From an optimization exercise on the open Yosys and OpenROAD flow, aimed at small area and a short achievable clock period; shortcuts taken in it are not production practice.
No run shown here included a check of the RTL's function; only the layout flow was run.
Power figures rest on the tool's default switching activity, not on a simulated workload.

## flow/design.v (module list and top-level ports; edited modules follow where they fit)
// module mul32_pipe: 2941 lines
// module mul_fa: 6 lines
// module mul_xor2: 5 lines
// module mul_maj3: 5 lines
// module mul_ao21: 5 lines
// module mul_enc: 6 lines
// module mul_ha: 6 lines
module mul32_pipe(clk, rst, in_valid, a, b, out_valid, p);
  // ...
==> flow/flow/run.sh <==
#!/bin/bash
# Own layout flow: the standard ORFS flow (standard.sh), unchanged except that the
# port buffers that global placement inserts on every input and output use a plain buffer
# (buf_4) instead of the delay cell buffer_ports picks by default.
set -euo pipefail
export BUFFER_PORTS_ARGS="-buffer_cell sky130_fd_sc_hd__buf_4"
bash standard.sh finish > standard_flow.log 2>&1
==> flow/standard.sh <==
#!/bin/bash
# synth_recipe.tcl (not shown) runs the flow's synth.tcl, then flattens the netlist and writes it again
# the make line also repeats each setting of config.mk as NAME=value (left out here)
make -C /OpenROAD-flow-scripts/flow DESIGN_CONFIG=/design/flow/config.mk WORK_HOME=/design/flow/orfs CLKGATE_MAP_FILE= SYNTH_SCRIPT=/design/flow/synth_recipe.tcl "${@:-finish}"
==> flow/config.mk <==
export PLATFORM = sky130hd
export DESIGN_NAME = mul32_pipe
export DESIGN_NICKNAME = mul32_pipe
export VERILOG_FILES = /design/flow/design.v
export SDC_FILE = /design/flow/constraint.sdc
export NUM_CORES = 4
export LEC_CHECK = 0
export ABC_AREA = 1
export CAP_MARGIN = 20
export CORE_MARGIN = 2
export CORE_UTILIZATION = 40
export SLEW_MARGIN = 20
export SYNTH_HIERARCHICAL = 1
==> flow/constraint.sdc <==
create_clock -name core_clock -period 2.5 [get_ports {clk}]
set_input_delay 0.5000 -clock core_clock [delete_from_list [all_inputs] [get_ports {clk}]]
set_output_delay 0.5000 -clock core_clock [all_outputs]
set_load 0.01 [all_outputs]
==> flow_summary.toml, run 1 <==
[run_status]
outcome = "no timing/DRC/antenna violations"

[clocking]
cts_resized = 22

[yosys]
synth.most_common_cell = "o22ai_1"
synth.avg_cell_area_um2 = 10.18
synth_seq_area_share_pct = 28.85
synth.cell_area_um2 = 35460
yosys_warnings = 7
synth_xor_area_share_pct = 13.29
synth_compound_area_share_pct = 10.46
synth.area.mux_share_pct = 0
ys_ff_latch = 511
synth_commonest_cells = "o22ai_1, dfxtp_1, xnor2_1, fa_1, nand2_1"

[route]
wl_per_cell_um = 22.61

[finish]
final_common_cell = "o22ai_1"
area_growth_pct = 17.95
nets = 4388
buffers = 424
drive_gt1_share_pct = 15.59
seq_area_share_pct = 24.53
num-multi-input-gates = 2458

[sta]
setup_tns_ps = 0
fin_crit_sh_pct = 99.69
worst_slew_pin_slew_ps = 515.8
drv_slew = 0
timing.final.crit_period_ps = 2492

[die]
die_area_um2 = 91040
die_h_um = 301.7

[worst_setup_path]
path_max_fanout = 4
cp_num_cells = 9
worstPathArrival_ps = 1990
crit_path_start_kind = "register"

[grt]
grt.busiest_layer = "met2"
grt_pass1_vias = 27020
grt_use_total_pct = 24.58
met3_usage_pct = 5.979

[pwr]
finalPower_mw = 57.21
p_comb_share_pct = 59.7

[place]
placedCellCount = 4789

[min_path]
holdCritStartpoint = "rst"
hold_end = "vpipe[1]"
==> run 2, diff against run 1 <==
--- a/flow/design.v
+++ b/flow/design.v
@@ -5,17 +5,17 @@
   output [63:0] p;
   reg [2:0] vpipe;
   always @(posedge clk)
     if (rst) vpipe <= 3'd0;
     else vpipe <= {vpipe[1:0], in_valid};
   assign out_valid = vpipe[2];
   reg [305:0] rk1;
   reg [136:0] rk2;
-  reg [64:0] rk3;
+  reg [91:0] rk3;
   wire n1 = b[1] & ~b[0];
   wire n2 = b[2] ^ b[1];
   wire n3 = (b[3] & ~b[2] & ~b[1]) | (~b[3] & b[2] & b[1]);
   wire n4 = b[4] ^ b[3];
   wire n5 = (b[5] & ~b[4] & ~b[3]) | (~b[5] & b[4] & b[3]);
   wire n6 = b[6] ^ b[5];
   wire n7 = (b[7] & ~b[6] & ~b[5]) | (~b[7] & b[6] & b[5]);
   wire n8 = b[8] ^ b[7];
@@ -2792,157 +2792,48 @@
   assign s1662[21] = s1662_p0[21] ^ s1662_G102;
   assign s1662[22] = s1662_p0[22] ^ s1662_G103;
   assign s1662[23] = s1662_p0[23] ^ s1662_G104;
   assign s1662[24] = s1662_p0[24] ^ s1662_G105;
   assign s1662[25] = s1662_p0[25] ^ s1662_G106;
   assign s1662[26] = s1662_p0[26] ^ s1662_G107;
   assign s1662[27] = s1662_p0[27] ^ s1662_G108;
   assign s1662[28] = s1662_G109;
-  wire n1663 = rk3[37] & rk3[36];
-  wire n1664 = rk3[38] & rk3[37];
-  wire n1665 = rk3[39] & rk3[38];
-  wire n1666 = rk3[40] & rk3[39];
-  wire n1667 = rk3[41] & rk3[40];
-  wire n1668 = rk3[42] & rk3[41];
-  wire n1669 = rk3[43] & rk3[42];
-  wire n1670 = rk3[44] & rk3[43];
-  wire n1671 = rk3[45] & rk3[44];
-  wire n1672 = rk3[46] & rk3[45];
-  wire n1673 = rk3[47] & rk3[46];
-  wire n1674 = rk3[48] & rk3[47];
-  wire n1675 = rk3[49] & rk3[48];
-  wire n1676 = rk3[50] & rk3[49];
-  wire n1677 = rk3[51] & rk3[50];
-  wire n1678 = rk3[52] & rk3[51];
-  wire n1679 = rk3[53] & rk3[52];
-  wire n1680 = rk3[54] & rk3[53];
-  wire n1681 = rk3[55] & rk3[54];
-  wire n1682 = rk3[56] & rk3[55];
-  wire n1683 = rk3[57] & rk3[56];
-  wire n1684 = rk3[58] & rk3[57];
-  wire n1685 = rk3[59] & rk3[58];
-  wire n1686 = rk3[60] & rk3[59];
-  wire n1687 = rk3[61] & rk3[60];
-  wire n1688 = rk3[62] & rk3[61];
-  wire n1689 = rk3[63] & rk3[62];
-  wire n1690 = n1664 & rk3[36];
-  wire n1691 = n1665 & n1663;
-  wire n1692 = n1666 & n1664;
-  wire n1693 = n1667 & n1665;
-  wire n1694 = n1668 & n1666;
-  wire n1695 = n1669 & n1667;
-  wire n1696 = n1670 & n1668;
-  wire n1697 = n1671 & n1669;
-  wire n1698 = n1672 & n1670;
-  wire n1699 = n1673 & n1671;
-  wire n1700 = n1674 & n1672;
-  wire n1701 = n1675 & n1673;
-  wire n1702 = n1676 & n1674;
-  wire n1703 = n1677 & n1675;
-  wire n1704 = n1678 & n1676;
-  wire n1705 = n1679 & n1677;
-  wire n1706 = n1680 & n1678;
-  wire n1707 = n1681 & n1679;
-  wire n1708 = n1682 & n1680;
-  wire n1709 = n1683 & n1681;
-  wire n1710 = n1684 & n1682;
-  wire n1711 = n1685 & n1683;
-  wire n1712 = n1686 & n1684;
-  wire n1713 = n1687 & n1685;
-  wire n1714 = n1688 & n1686;
-  wire n1715 = n1689 & n1687;
-  wire n1716 = n1692 & rk3[36];
-  wire n1717 = n1693 & n1663;
-  wire n1718 = n1694 & n1690;
-  wire n1719 = n1695 & n1691;
-  wire n1720 = n1696 & n1692;
-  wire n1721 = n1697 & n1693;
-  wire n1722 = n1698 & n1694;
-  wire n1723 = n1699 & n1695;
-  wire n1724 = n1700 & n1696;
-  wire n1725 = n1701 & n1697;
-  wire n1726 = n1702 & n1698;
-  wire n1727 = n1703 & n1699;
-  wire n1728 = n1704 & n1700;
-  wire n1729 = n1705 & n1701;
-  wire n1730 = n1706 & n1702;
-  wire n1731 = n1707 & n1703;
-  wire n1732 = n1708 & n1704;
-  wire n1733 = n1709 & n1705;
-  wire n1734 = n1710 & n1706;
-  wire n1735 = n1711 & n1707;
-  wire n1736 = n1712 & n1708;
-  wire n1737 = n1713 & n1709;
-  wire n1738 = n1714 & n1710;
-  wire n1739 = n1715 & n1711;
-  wire n1740 = n1720 & rk3[36];
-  wire n1741 = n1721 & n1663;
-  wire n1742 = n1722 & n1690;
-  wire n1743 = n1723 & n1691;
-  wire n1744 = n1724 & n1716;
-  wire n1745 = n1725 & n1717;
-  wire n1746 = n1726 & n1718;
-  wire n1747 = n1727 & n1719;
-  wire n1748 = n1728 & n1720;
-  wire n1749 = n1729 & n1721;
-  wire n1750 = n1730 & n1722;
-  wire n1751 = n1731 & n1723;
-  wire n1752 = n1732 & n1724;
-  wire n1753 = n1733 & n1725;
-  wire n1754 = n1734 & n1726;
-  wire n1755 = n1735 & n1727;
-  wire n1756 = n1736 & n1728;
-  wire n1757 = n1737 & n1729;
-  wire n1758 = n1738 & n1730;
-  wire n1759 = n1739 & n1731;
-  wire n1760 = n1748 & rk3[36];
-  wire n1761 = n1749 & n1663;
-  wire n1762 = n1750 & n1690;
-  wire n1763 = n1751 & n1691;
-  wire n1764 = n1752 & n1716;
-  wire n1765 = n1753 & n1717;
-  wire n1766 = n1754 & n1718;
-  wire n1767 = n1755 & n1719;
-  wire n1768 = n1756 & n1740;
-  wire n1769 = n1757 & n1741;
-  wire n1770 = n1758 & n1742;
-  wire n1771 = n1759 & n1743;
-  wire n1772 = rk3[36] ^ rk3[64];
-  wire n1773 = rk3[37] ^ (rk3[64] & rk3[36]);
-  wire n1774 = rk3[38] ^ (rk3[64] & n1663);
-  wire n1775 = rk3[39] ^ (rk3[64] & n1690);
-  wire n1776 = rk3[40] ^ (rk3[64] & n1691);
-  wire n1777 = rk3[41] ^ (rk3[64] & n1716);
-  wire n1778 = rk3[42] ^ (rk3[64] & n1717);
-  wire n1779 = rk3[43] ^ (rk3[64] & n1718);
-  wire n1780 = rk3[44] ^ (rk3[64] & n1719);
-  wire n1781 = rk3[45] ^ (rk3[64] & n1740);
-  wire n1782 = rk3[46] ^ (rk3[64] & n1741);
-  wire n1783 = rk3[47] ^ (rk3[64] & n1742);
-  wire n1784 = rk3[48] ^ (rk3[64] & n1743);
-  wire n1785 = rk3[49] ^ (rk3[64] & n1744);
-  wire n1786 = rk3[50] ^ (rk3[64] & n1745);
-  wire n1787 = rk3[51] ^ (rk3[64] & n1746);
-  wire n1788 = rk3[52] ^ (rk3[64] & n1747);
-  wire n1789 = rk3[53] ^ (rk3[64] & n1760);
-  wire n1790 = rk3[54] ^ (rk3[64] & n1761);
-  wire n1791 = rk3[55] ^ (rk3[64] & n1762);
-  wire n1792 = rk3[56] ^ (rk3[64] & n1763);
-  wire n1793 = rk3[57] ^ (rk3[64] & n1764);
-  wire n1794 = rk3[58] ^ (rk3[64] & n1765);
-  wire n1795 = rk3[59] ^ (rk3[64] & n1766);
-  wire n1796 = rk3[60] ^ (rk3[64] & n1767);
-  wire n1797 = rk3[61] ^ (rk3[64] & n1768);
-  wire n1798 = rk3[62] ^ (rk3[64] & n1769);
-  wire n1799 = rk3[63] ^ (rk3[64] & n1770);
+  wire n1663 = rk3[36] ^ rk3[64];
+  wire n1664 = rk3[37] ^ (rk3[64] & rk3[65]);
+  wire n1665 = rk3[38] ^ (rk3[64] & rk3[66]);
+  wire n1666 = rk3[39] ^ (rk3[64] & rk3[67]);
+  wire n1667 = rk3[40] ^ (rk3[64] & rk3[68]);
+  wire n1668 = rk3[41] ^ (rk3[64] & rk3[69]);
+  wire n1669 = rk3[42] ^ (rk3[64] & rk3[70]);
+  wire n1670 = rk3[43] ^ (rk3[64] & rk3[71]);
+  wire n1671 = rk3[44] ^ (rk3[64] & rk3[72]);
+  wire n1672 = rk3[45] ^ (rk3[64] & rk3[73]);
+  wire n1673 = rk3[46] ^ (rk3[64] & rk3[74]);
+  wire n1674 = rk3[47] ^ (rk3[64] & rk3[75]);
+  wire n1675 = rk3[48] ^ (rk3[64] & rk3[76]);
+  wire n1676 = rk3[49] ^ (rk3[64] & rk3[77]);
+  wire n1677 = rk3[50] ^ (rk3[64] & rk3[78]);
+  wire n1678 = rk3[51] ^ (rk3[64] & rk3[79]);
+  wire n1679 = rk3[52] ^ (rk3[64] & rk3[80]);
+  wire n1680 = rk3[53] ^ (rk3[64] & rk3[81]);
+  wire n1681 = rk3[54] ^ (rk3[64] & rk3[82]);
+  wire n1682 = rk3[55] ^ (rk3[64] & rk3[83]);
+  wire n1683 = rk3[56] ^ (rk3[64] & rk3[84]);
+  wire n1684 = rk3[57] ^ (rk3[64] & rk3[85]);
+  wire n1685 = rk3[58] ^ (rk3[64] & rk3[86]);
+  wire n1686 = rk3[59] ^ (rk3[64] & rk3[87]);
+  wire n1687 = rk3[60] ^ (rk3[64] & rk3[88]);
+  wire n1688 = rk3[61] ^ (rk3[64] & rk3[89]);
+  wire n1689 = rk3[62] ^ (rk3[64] & rk3[90]);
+  wire n1690 = rk3[63] ^ (rk3[64] & rk3[91]);
   always @(posedge clk) rk1 <= {fs1435, fs1315, fc1314, fs1314, fc1313, fc1434, fs1434, fc1433, fs1433, fc1432, fs1311, fs1432, fc1431, fs1310, fc1309, fs1431, fc1430, fs1309, fs1430, fc1429, fs1307, fs1429, fc1428, fs1305, fs1304, fs1428, fc1427, fs1303, fs1302, fs1427, fc1426, fc1425, fs1426, fs1425, fc1424, fc1423, fs1299, fs1424, fs1423, fc1422, fc1421, fs1422, fs1421, fc1420, fc1419, fs1420, fs1419, fc1418, fc1417, fs1291, fs1418, fs1417, fc1416, fc1415, fs1288, fs1416, fs1415, fc1414, fc1413, fs1285, fs1284, fs1414, fs1413, fc1412, fc1411, fc1410, fs1412, fs1411, fs1410, fc1409, fc1408, fs1279, fs1278, fs1409, fs1408, fc1407, fc1406, fs1275, fs1274, fs1407, fs1406, fc1405, fc1404, fc1403, fs1405, fs1404, fs1403, fc1402, fc1401, fc1400, fs1402, fs1401, fs1400, fc1399, fc1398, fc1397, fs1263, fs1399, fs1398, fs1397, fc1396, fc1395, fc1394, fs1259, fs1258, fs1396, fs1395, fs1394, fc1393, fc1392, fc1391, fs1255, fs1393, fs1392, fs1391, fc1390, fc1389, fc1388, fs1250, fs1390, fs1389, fs1388, fc1387, fc1386, fc1385, fs1245, fs1244, fs1387, fs1386, fs1385, fc1384, fc1383, fc1382, fs1240, fs1239, fs1384, fs1383, fs1382, fc1381, fc1380, fc1379, fc1378, fs1235, fs1381, fs1380, fs1379, fs1378, fc1377, fc1376, fc1375, fs1230, fs1229, fs1377, fs1376, fs1375, fc1374, fc1373, fc1372, fc1371, fs1374, fs1373, fs1372, fs1371, fc1370, fc1369, fc1368, fs1219, fs1218, fs1370, fs1369, fs1368, fc1367, fc1366, fc1365, fc1364, fs1367, fs1366, fs1365, fs1364, fc1363, fc1362, fc1361, fs1209, fs1363, fs1362, fs1361, fc1360, fc1359, fc1358, fs1204, fs1360, fs1359, fs1358, fc1357, fc1356, fc1355, fs1199, fs1198, fs1357, fs1356, fs1355, fc1354, fc1353, fc1352, fs1354, fs1353, fs1352, fc1351, fc1350, fc1349, fs1351, fs1350, fs1349, fc1348, fc1347, fc1346, fs1186, fs1348, fs1347, fs1346, fc1345, fc1344, fs1182, fs1181, fs1345, fs1344, fc1343, fc1342, fs1178, fs1177, fs1343, fs1342, fc1341, fc1340, fc1339, fs1341, fs1340, fs1339, fc1338, fc1337, fs1171, fs1338, fs1337, fc1336, fc1335, fs1167, fs1336, fs1335, fc1334, fc1333, fs1164, fs1163, fs1334, fs1333, fc1332, fc1331, fs1332, fs1331, fc1330, fc1329, fs1330, fs1329, fc1328, fc1327, fs1155, fs1328, fs1327, fc1326, fs1153, fs1152, fs1326, fc1325, fs1150, fs1149, fs1325, fc1324, fc1323, fs1324, fs1323, fc1322, fs1146, fs1322, fc1321, fs1144, fs1321, fc1320, fs1142, fc1141, fs1320, fc1319, fs1319, fc1318, fs1318, fc1317, fs1138, fs1317, fs1137, fc1136, fs1136, n197, fc1316, fs1316, fs1135, n65, b[1], n64};
   always @(posedge clk) rk2 <= {fc1577, rk1[305], fs1577, fs1517, fc1613, fs1613, fs1576, fc1612, fs1612, fs1575, fs1514, fc1513, fc1611, fs1611, fs1574, fc1573, fc1610, fs1610, fs1572, fc1571, fc1609, fs1609, fs1570, fc1569, fs1569, fc1568, fc1608, fs1608, fc1607, fs1567, fs1607, fc1606, fs1606, fc1605, fs1565, fs1605, fc1604, fs1604, fc1603, fs1563, fs1603, fc1602, fs1602, fc1601, fs1561, fs1601, fc1600, fs1559, fs1600, fc1599, fs1558, fs1599, fc1598, fs1555, fs1598, fc1597, fs1554, fs1597, fc1596, fs1552, fs1596, fc1595, fs1550, fs1595, fc1594, fs1548, fs1594, fc1593, fs1545, fs1593, fc1592, fs1544, fs1592, fc1591, fs1541, fs1591, fc1590, fs1539, fs1590, fc1589, fs1537, fs1589, fc1588, fs1535, fs1588, fc1587, fs1587, fc1586, fs1586, fc1585, fs1585, fc1584, fs1584, fc1583, fs1583, fc1582, fs1582, fc1581, fs1581, fc1580, fs1580, fc1579, fs1525, fs1579, fs1524, fc1523, fs1523, fc1522, fs1522, fc1521, fs1521, fc1520, fs1520, fc1519, fs1519, fs1441, fs1440, fc1439, fs1439, fc1438, fs1438, fc1437, fs1437, rk1[19], rk1[15], rk1[14], rk1[13], rk1[12], fc1578, fs1578, fs1518, fs1436, rk1[4], rk1[3], rk1[2], rk1[1], rk1[0]};
-  always @(posedge clk) rk3 <= {s1661[36], s1662[27], s1662[26], s1662[25], s1662[24], s1662[23], s1662[22], s1662[21], s1662[20], s1662[19], s1662[18], s1662[17], s1662[16], s1662[15], s1662[14], s1662[13], s1662[12], s1662[11], s1662[10], s1662[9], s1662[8], s1662[7], s1662[6], s1662[5], s1662[4], s1662[3], s1662[2], s1662[1], s1662[0], s1661[35], s1661[34], s1661[33], s1661[32], s1661[31], s1661[30], s1661[29], s1661[28], s1661[27], s1661[26], s1661[25], s1661[24], s1661[23], s1661[22], s1661[21], s1661[20], s1661[19], s1661[18], s1661[17], s1661[16], s1661[15], s1661[14], s1661[13], s1661[12], s1661[11], s1661[10], s1661[9], s1661[8], s1661[7], s1661[6], s1661[5], s1661[4], s1661[3], s1661[2], s1661[1], s1661[0]};
-  assign p = {n1799, n1798, n1797, n1796, n1795, n1794, n1793, n1792, n1791, n1790, n1789, n1788, n1787, n1786, n1785, n1784, n1783, n1782, n1781, n1780, n1779, n1778, n1777, n1776, n1775, n1774, n1773, n1772, rk3[35], rk3[34], rk3[33], rk3[32], rk3[31], rk3[30], rk3[29], rk3[28], rk3[27], rk3[26], rk3[25], rk3[24], rk3[23], rk3[22], rk3[21], rk3[20], rk3[19], rk3[18], rk3[17], rk3[16], rk3[15], rk3[14], rk3[13], rk3[12], rk3[11], rk3[10], rk3[9], rk3[8], rk3[7], rk3[6], rk3[5], rk3[4], rk3[3], rk3[2], rk3[1], rk3[0]};
+  always @(posedge clk) rk3 <= {s1662_P108, s1662_P107, s1662_P106, s1662_P105, s1662_P104, s1662_P103, s1662_P102, s1662_P101, s1662_P100, s1662_P99, s1662_P98, s1662_P85, s1662_P84, s1662_P83, s1662_P82, s1662_P81, s1662_P80, s1662_P79, s1662_P78, s1662_P57, s1662_P56, s1662_P55, s1662_P54, s1662_P29, s1662_P28, s1662_P1, s1662_p0[0], s1661[36], s1662[27], s1662[26], s1662[25], s1662[24], s1662[23], s1662[22], s1662[21], s1662[20], s1662[19], s1662[18], s1662[17], s1662[16], s1662[15], s1662[14], s1662[13], s1662[12], s1662[11], s1662[10], s1662[9], s1662[8], s1662[7], s1662[6], s1662[5], s1662[4], s1662[3], s1662[2], s1662[1], s1662[0], s1661[35], s1661[34], s1661[33], s1661[32], s1661[31], s1661[30], s1661[29], s1661[28], s1661[27], s1661[26], s1661[25], s1661[24], s1661[23], s1661[22], s1661[21], s1661[20], s1661[19], s1661[18], s1661[17], s1661[16], s1661[15], s1661[14], s1661[13], s1661[12], s1661[11], s1661[10], s1661[9], s1661[8], s1661[7], s1661[6], s1661[5], s1661[4], s1661[3], s1661[2], s1661[1], s1661[0]};
+  assign p = {n1690, n1689, n1688, n1687, n1686, n1685, n1684, n1683, n1682, n1681, n1680, n1679, n1678, n1677, n1676, n1675, n1674, n1673, n1672, n1671, n1670, n1669, n1668, n1667, n1666, n1665, n1664, n1663, rk3[35], rk3[34], rk3[33], rk3[32], rk3[31], rk3[30], rk3[29], rk3[28], rk3[27], rk3[26], rk3[25], rk3[24], rk3[23], rk3[22], rk3[21], rk3[20], rk3[19], rk3[18], rk3[17], rk3[16], rk3[15], rk3[14], rk3[13], rk3[12], rk3[11], rk3[10], rk3[9], rk3[8], rk3[7], rk3[6], rk3[5], rk3[4], rk3[3], rk3[2], rk3[1], rk3[0]};
 endmodule
 module mul_fa(x, y, z, s, c);
   input x, y, z;
   output s, c;
   assign s = x ^ y ^ z;
   assign c = (x & y) | (y & z) | (x & z);
 endmodule
 module mul_xor2(x, y, s);
==> run 2 against run 1 <==
Effect of this change: still clean on timing, DRC and antenna; flip-flop and latch count is 26 higher; largest cell class unchanged; critical path depth is 2 higher; die area is 1.5% higher; non-clock buffer count is 6 higher; clock-buffer cell count is 3 lower; cell area is 1.5% higher; core utilization is 0.093 points lower; worst hold slack better by 2.6 ps; clock skew is 23 ps higher; critical endpoint is now rk3[54]; worst setup slack better by 160 ps; largest power group unchanged; area after synthesis is 1.5% higher.
==> flow_summary.toml, run 2 <==
[yosys]
yosysTopAreaCell = "dfxtp_1"
ys_ff_latch = 537
synthAdderAreaFrac_pct = 32.04
synthArstFlopShare_pct = 0
synth_commonest_cells = "dfxtp_1, o22ai_1, xnor2_1, fa_1, nand2_1"
syn_inst = 3478
synth.avg_cell_area_um2 = 10.35
synth-edff-count = 0
synth_top_flop_cell = "dfxtp_1"
synth_xor_area_share_pct = 13.21
synth-simple-area-share_pct = 7.778
synth.cell_area_um2 = 36000
synth_compound_area_share_pct = 10.25
synth.area.top_cells = "dfxtp_1, fa_1, xnor2_1"
synth.most_common_cell = "dfxtp_1"
synth_top_area_share_pct = 29.86
synth.area.mux_share_pct = 0
synth_top_family_by_area = "adder cells"
ys_types = 40
yosys_warnings = 7
synth_seq_area_share_pct = 29.86

[grt]
grt_pass1_wl_um = 169100
antenna_found_initial = 7
grt_max_degree = 34
met3_usage_pct = 6.045
grt_use_total_pct = 24.17
grt_use_met2_pct = 37.81
grt_pass1_vias = 27410
grt.busiest_layer = "met2"
use_met1_pct = 32.92
grt-ovfl-total = 0

[sta]
clock_skew_ps = 37.63
fin_crit_sh_pct = 93.30
final_hold_viol_count = 0
setup_ws_ps = 167.6
fmax_ghz = 0.4287
timing.final.crit_period_ps = 2332
worst_slew_pin_slew_ps = 529.4
rsz0062_at_grt = "no"
slew_headroom_pct = 64.33
drv_slew = 0
setup_viol_count_final = 0

[clocking]
cts.sinks = 537
clk_pin_slew_worst_paths_ps = 60
cts_buffers = 59
htreeDepth = 2
clk_root_buffer_cell = "clkbuf_16"
cts_hold_buffers = 0
cts_setup_buffers = 0
cts_buffer_depth = 3
cts_tree = "done"
clock_latency_ps = 650

[finish]
antenna_cells = 0
final_common_cell = "dfxtp_1"
area_growth_pct = 17.91
reg_top3 = "rk1: 306 flops, rk2: 137 flops, rk3: 91 flops"
num-fill-cells = 8231
nets = 4389
largest_register = "rk1"
largest_register_ffs = 306
layout_common_cells = "dfxtp_1, o22ai_1, xnor2_1"
fin_cells = 4918
drive_gt1_share_pct = 15.90

[route]
antenna_left = 0
vias = 26520
drtIter0Drc = 2495
wl_per_cell_um = 22.59
wl_um = 111100
firstDrtPassIters = 6
routed_via_density = 5.392
drc_errors = 0

[pwr]
powerDensity_nw_per_um2 = 1365
p_leak_nw = 17.91
irDropWorstVdd_v = 0.0009862

[die]
start_util_pct = 40.18
core_um2 = 89600
die_area_um2 = 92420
rows = 110
ios = 132
die_h_um = 304.0
die_w_um = 304.0

[run_status]
outcome = "no timing/DRC/antenna violations"

[worst_setup_path]
crit_required_ps = 3010
critPathKind = "register to register"
crit_path_start_kind = "register"
endpoint_kind = "register"
path_max_fanout = 3
worstPathArrival_ps = 2840

[place]
dpl.hpwl_um = 90130
numPortBuffers = 131
gp_routability_congestion = 0.9499
dp_slack_ps = -282.1
placedCellCount = 4811

[run]
max-cap-violations = 0

[min_path]
hold_path_class = "input port to register"
## run 2: cell count changes in the layout (fill, tap and decap cells not counted), moves of 7 or more
cell / previous run / this run
dfxtp_1: 495 / 537
dfxtp_2: 12 / 0
xnor2_1: 493 / 510
nor2_1: 138 / 116
clkbuf_8: 13 / 5
a21oi_1: 44 / 37
nand3_1: 80 / 64
buf_12: 87 / 94
## run 2: where the power goes
| part | internal, mW | leakage [nW] | switching, mW |
|---|---|---|---|
| clock network | 5.24 | 0.960 | 3.74 |
| logic | 13.8 | 12.4 | 20.3 |
| registers | 12.9 | 4.51 | 1.97 |
## run 2: per-stage QoR
| step | area (µm²) | hold slack, ps | utilization (%) | power, mW | TNS (ps) |
|---|---|---|---|---|---|
| 6_report | 42450 | 52.54 | 47.37 | 57.95 | 0 |
| 5_1_grt | 42450 | 30.13 | 47.37 | 63.30 | 0 |
| 4_1_cts | 42410 | 21.00 | 47.34 | 58.29 | 0 |
| 3_5_place_dp | 40400 | 312.8 | 45.09 | 49.00 | -14250 |
| 3_3_place_gp | 40400 | 312.5 | 45.09 | 48.47 | -11750 |
| 2_1_floorplan | 36060 | 309.6 | - | 36.61 | 0 |
## run 2: cell families after synthesis
logic type	count (synthesis)
simple gates	638
fa+ha+maj	626
compound gates	597
xor+xnor	543
flops	537
buf+inv	536
other cells	1
## run 2: Yosys stat by module (local to each module, per instance)
module,cells inside,times used,flip-flops and latches,area (µm²)
mul_fa,1,492,0,20.02
mul_ha,1,34,0,12.51
mul32_pipe,2952,1,537,25730
## run 2: area by class of cell
type | count | area [µm²] | area share [%]
multi-input combinational | 2420 | 22880 | 53.90
clock buffer | 72 | 1575 | 3.711
tap | 1176 | 1471 | 3.466
inverter | 248 | 930.9 | 2.193
clock inverter | 35 | 434.2 | 1.023
sequential | 537 | 10750 | 25.33
timing repair buffer | 430 | 4404 | 10.38
## run 2: what timing repair did
action,in CTS,in global routing
resized for setup,2,9
endpoints found under the setup margin,1,11
gates cloned,0,0
pin swaps,0,0
## run 2: metal layers
metal,wire [µm],share of wire (%),up-vias
li1,-,-,11880
met1,46500,42,13070
met2,49400,44,1325
met3,11350,10,226
met4,3779,3.4,8
met5,54,0.049,-
## run 2: worst max-delay path, stage by stage (launching register included)
cell,delay [ps]
dfxtp_1,320
fa_1,540
ha_2,230
fa_2,350
nand3_2,100
buf_4,120
nor2_1,40
nand2_1,110
nand3_4,140
nand2_1,90
nand2_1,60
xor2_1,140
## run 2: path summary, 6_finish.rpt
check,slack [ps],to,cells after the start,from
max,170,rk3[54],11,rk2[76]
min reg2reg,330,rk2[9],0,rk1[12]
max reg2reg,170,rk3[54],11,rk2[76]
min,50,vpipe[1],2,rst
==> run 3, diff against run 2 <==
--- a/flow/config.mk
+++ b/flow/config.mk
@@ -10,4 +10,5 @@
 export CORE_MARGIN = 2
 export CORE_UTILIZATION = 40
+export SETUP_SLACK_MARGIN = 0.35
 export SLEW_MARGIN = 20
 export SYNTH_HIERARCHICAL = 1
==> run 3 against run 2 <==
Effect of this change: combinational power is 17% higher; final cell count is 1.6% higher; global-route usage is 1.3 points higher; worst hold slack better by 23 ps; first-iteration DRC count is 17% lower; non-clock buffer count is 77 higher.
==> flow_summary.toml, run 3 <==
[finish]
largest_register = "rk1"
area_growth_pct = 32.24
largest_register_ffs = 306
nets = 4466
fin_cells = 4995
final_common_cell = "dfxtp_1"
final_util_pct = 53.13
reg_top3 = "rk1: 306 flops, rk2: 137 flops, rk3: 91 flops"
drive_gt1_share_pct = 33.54
fin_area_um2 = 47610
layout_common_cells = "dfxtp_1, fa_1, buf_4"
num-fill-cells = 7685

[die]
core_um2 = 89600
rows = 110
start_util_pct = 40.18
die_h_um = 304.0
ios = 132
die_w_um = 304.0
die_area_um2 = 92420

[worst_setup_path]
crit_path_start_kind = "register"
ff2ff_path_depth = 10
cpMaxStageDelayCell = "dfxtp_4"
cp_num_cells = 5
worstPathArrival_ps = 1660
worstReg2RegStart = "rk2[100]"
path_max_fanout = 7
critPathKind = "register to primary output"
path_buf_inv = 3
critical_path.cell_chain = "buf_12 > buf_16 > nand2_2 > xnor2_2 > buf_4"
r2r_end = "rk3[62]"
endpoint_kind = "primary output"
path_delay_family = "buffers and inverters"
max_stage_delay_ps = 370
crit_required_ps = 2000
rrSetupSlack_ps = 350

[clocking]
htreeDepth = 2
cts.sinks = 537
cts_tree = "done"
clock_latency_ps = 660
clk_root_buffer_cell = "clkbuf_16"
cts_buffer_depth = 3
clk_pin_slew_worst_paths_ps = 60
cts_buffers = 59

[route]
wl_um = 117400
firstDrtPassIters = 7
highest_layer = "met5"
route.met2.wl_um = 50310
antenna_left = 0
vias = 26220
drc_errors = 0
wl_met1_um = 52660
wl_per_cell_um = 23.50
routed_via_density = 5.249
drtIter0Drc = 2073
wl_met3_um = 10480

[yosys]
yosys_warnings = 7
synth.cell_area_um2 = 36000
synth.avg_cell_area_um2 = 10.35
syn_inst = 3478
synth_top_area_share_pct = 29.86
synth.area.top_cells = "dfxtp_1, fa_1, xnor2_1"
synth_seq_area_share_pct = 29.86
synth.most_common_cell = "dfxtp_1"
synth-edff-count = 0
ys_ff_latch = 537
synth_top_flop_cell = "dfxtp_1"
yosysTopAreaCell = "dfxtp_1"
ys_types = 40
synthArstFlopShare_pct = 0
synth_commonest_cells = "dfxtp_1, o22ai_1, xnor2_1, fa_1, nand2_1"

[place]
gp_routability_congestion = 0.9456
numPortBuffers = 131
dpl.hpwl_um = 97550
dp_slack_ps = -206.7
placedCellCount = 4858
dpl-instance-area_um2 = 44240

[grt]
grt-ovfl-total = 0
grt_use_total_pct = 25.48
grt_pass1_wl_um = 175300
grt_pass1_vias = 27490
grt_max_degree = 31
antenna_found_initial = 10

[sta]
fin_hold_ws_ps = 75.61
clock_skew_ps = 36.42
fmax_ghz = 0.4633
setup_viol_count_final = 0
slew_headroom_pct = 56.68
final_hold_viol_count = 0
setup_tns_ps = 0
rsz0062_at_grt = "yes"
fin_crit_sh_pct = 86.33
setup_ws_ps = 341.8
timing.final.crit_period_ps = 2158
drv_slew = 0
worst_slew_pin_slew_ps = 645.1

[pwr]
finalPower_mw = 64.26
powerDensity_nw_per_um2 = 1350
irDropWorstVdd_v = 0.001005
p_leak_nw = 20.21

[min_path]
holdPathStages = 3
hold_end = "vpipe[0]"
holdCritStartpoint = "in_valid"
hold_path_class = "input port to register"

[run_status]
outcome = "no timing/DRC/antenna violations"

[run]
max-cap-violations = 0
run 3: how the worst max path moves through the flow:
stage | start | endpoint | slack [ps]
floorplan | b[23] | rk1[250] | 250
CTS | rk3[64] | p[37] | 290
global placement | b[7] | rk1[200] | -180
finish | rk3[64] | p[42] | 340
detailed placement | b[11] | rk1[192] | -210
global route | rk2[77] | rk3[60] | 270
run 3: layout make-up:
type / instances / area (µm²) / area share, %
Tap cell: 1176 / 1471 / 3.091
Clock inverter: 32 / 484.2 / 1.017
Antenna cell: 3 / 7.507 / 0.01577
Sequential cell: 537 / 10760 / 22.61
Inverter: 248 / 978.4 / 2.055
Clock buffer: 72 / 1575 / 3.309
Timing Repair Buffer: 507 / 5132 / 10.78
Multi-Input combinational cell: 2420 / 27190 / 57.13
run 3: where the power goes:
group	leakage [nW]	switching, mW	internal, mW
clock network	0.997	3.70	5.61
logic	14.7	22.7	17.2
registers	4.51	2.16	12.9
run 3: cells by family (layout without fill, tap and decap cells):
kind of cell,Yosys count,in the layout,share of synthesized area (%)
and+or+nand+nor,638,638,7.778
adders and majority gates,626,626,32.04
AOI/OAI and AO/OA,597,597,10.25
xor gates and xnor gates,543,543,13.21
DFF,537,537,29.86
buffers and inverters,536,859,6.854
other,1,19,0.01042
run 3: routing by layer:
metal / vias to the layer above / GRT usage [%]
li1: 12110 / -
met1: 13000 / 36.15
met2: 934 / 37.48
met3: 173 / 7.250
met4: 10 / 8.145
met5: - / 0
run 3: Yosys stat by module (local to each module, per instance):
module	cell area [µm²]	cells
mul_fa	20.02	1
mul_ha	12.51	1
mul32_pipe	25730	2952
run 3: worst min-delay path, cell delays in order:
cell and delay (ps):
buf_4 80, inv_1 30, nor2_1 70
run 3: what timing repair did:
| item | CTS | global route |
|---|---|---|
| buffers inserted | 5 | 22 |
| hold endpoints to repair | 1 | 0 |
| gates cloned | 2 | 0 |
| hold buffers | 1 | 0 |
| endpoints found under the setup margin | 70 | 64 |
| pin swaps | 18 | 69 |
| gates resized for setup | 82 | 141 |

-- what the ideal ports hide --
The flow's constraints put no driver on any port. The routed layouts listed below were extracted and timed again, unchanged, in two steps.
Step 1, drivers: a clkbuf_16 drives clk and a buf_2 each remaining input, both assumed.
Step 2 adds t to the input delays and takes it off the output delays; t is the mean of the earliest and latest rising clock arrival at the registers after step 1. Input paths then give back, and output paths get back, about the clock's delay inside the block.
a / b / c = no drivers / after step 1 / after step 2; a / b = the first two.
| run | t (ns) | setup slack, ns | clock arrival spread, ns | slew at the worst register clock pin (ns) | pins driven straight from the clock port |
|---|---|---|---|---|---|
| run 1 | 0.682 | 0.008 / -0.053 / -0.229 | 0.024 / 0.025 | 0.07 / 0.07 | 1 |
| run 2 | 0.693 | 0.168 / 0.168 / -0.382 | 0.042 / 0.041 | 0.07 / 0.07 | 1 |
| run 3 | 0.707 | 0.342 / 0.273 / -0.300 | 0.039 / 0.039 | 0.08 / 0.08 | 1 |
Met with ideal ports but missed after step 2: setup timing in every run listed. For run 3, which loses most, drivers alone change the setup slack by -0.069 ns; drivers and shift together by -0.642 ns.
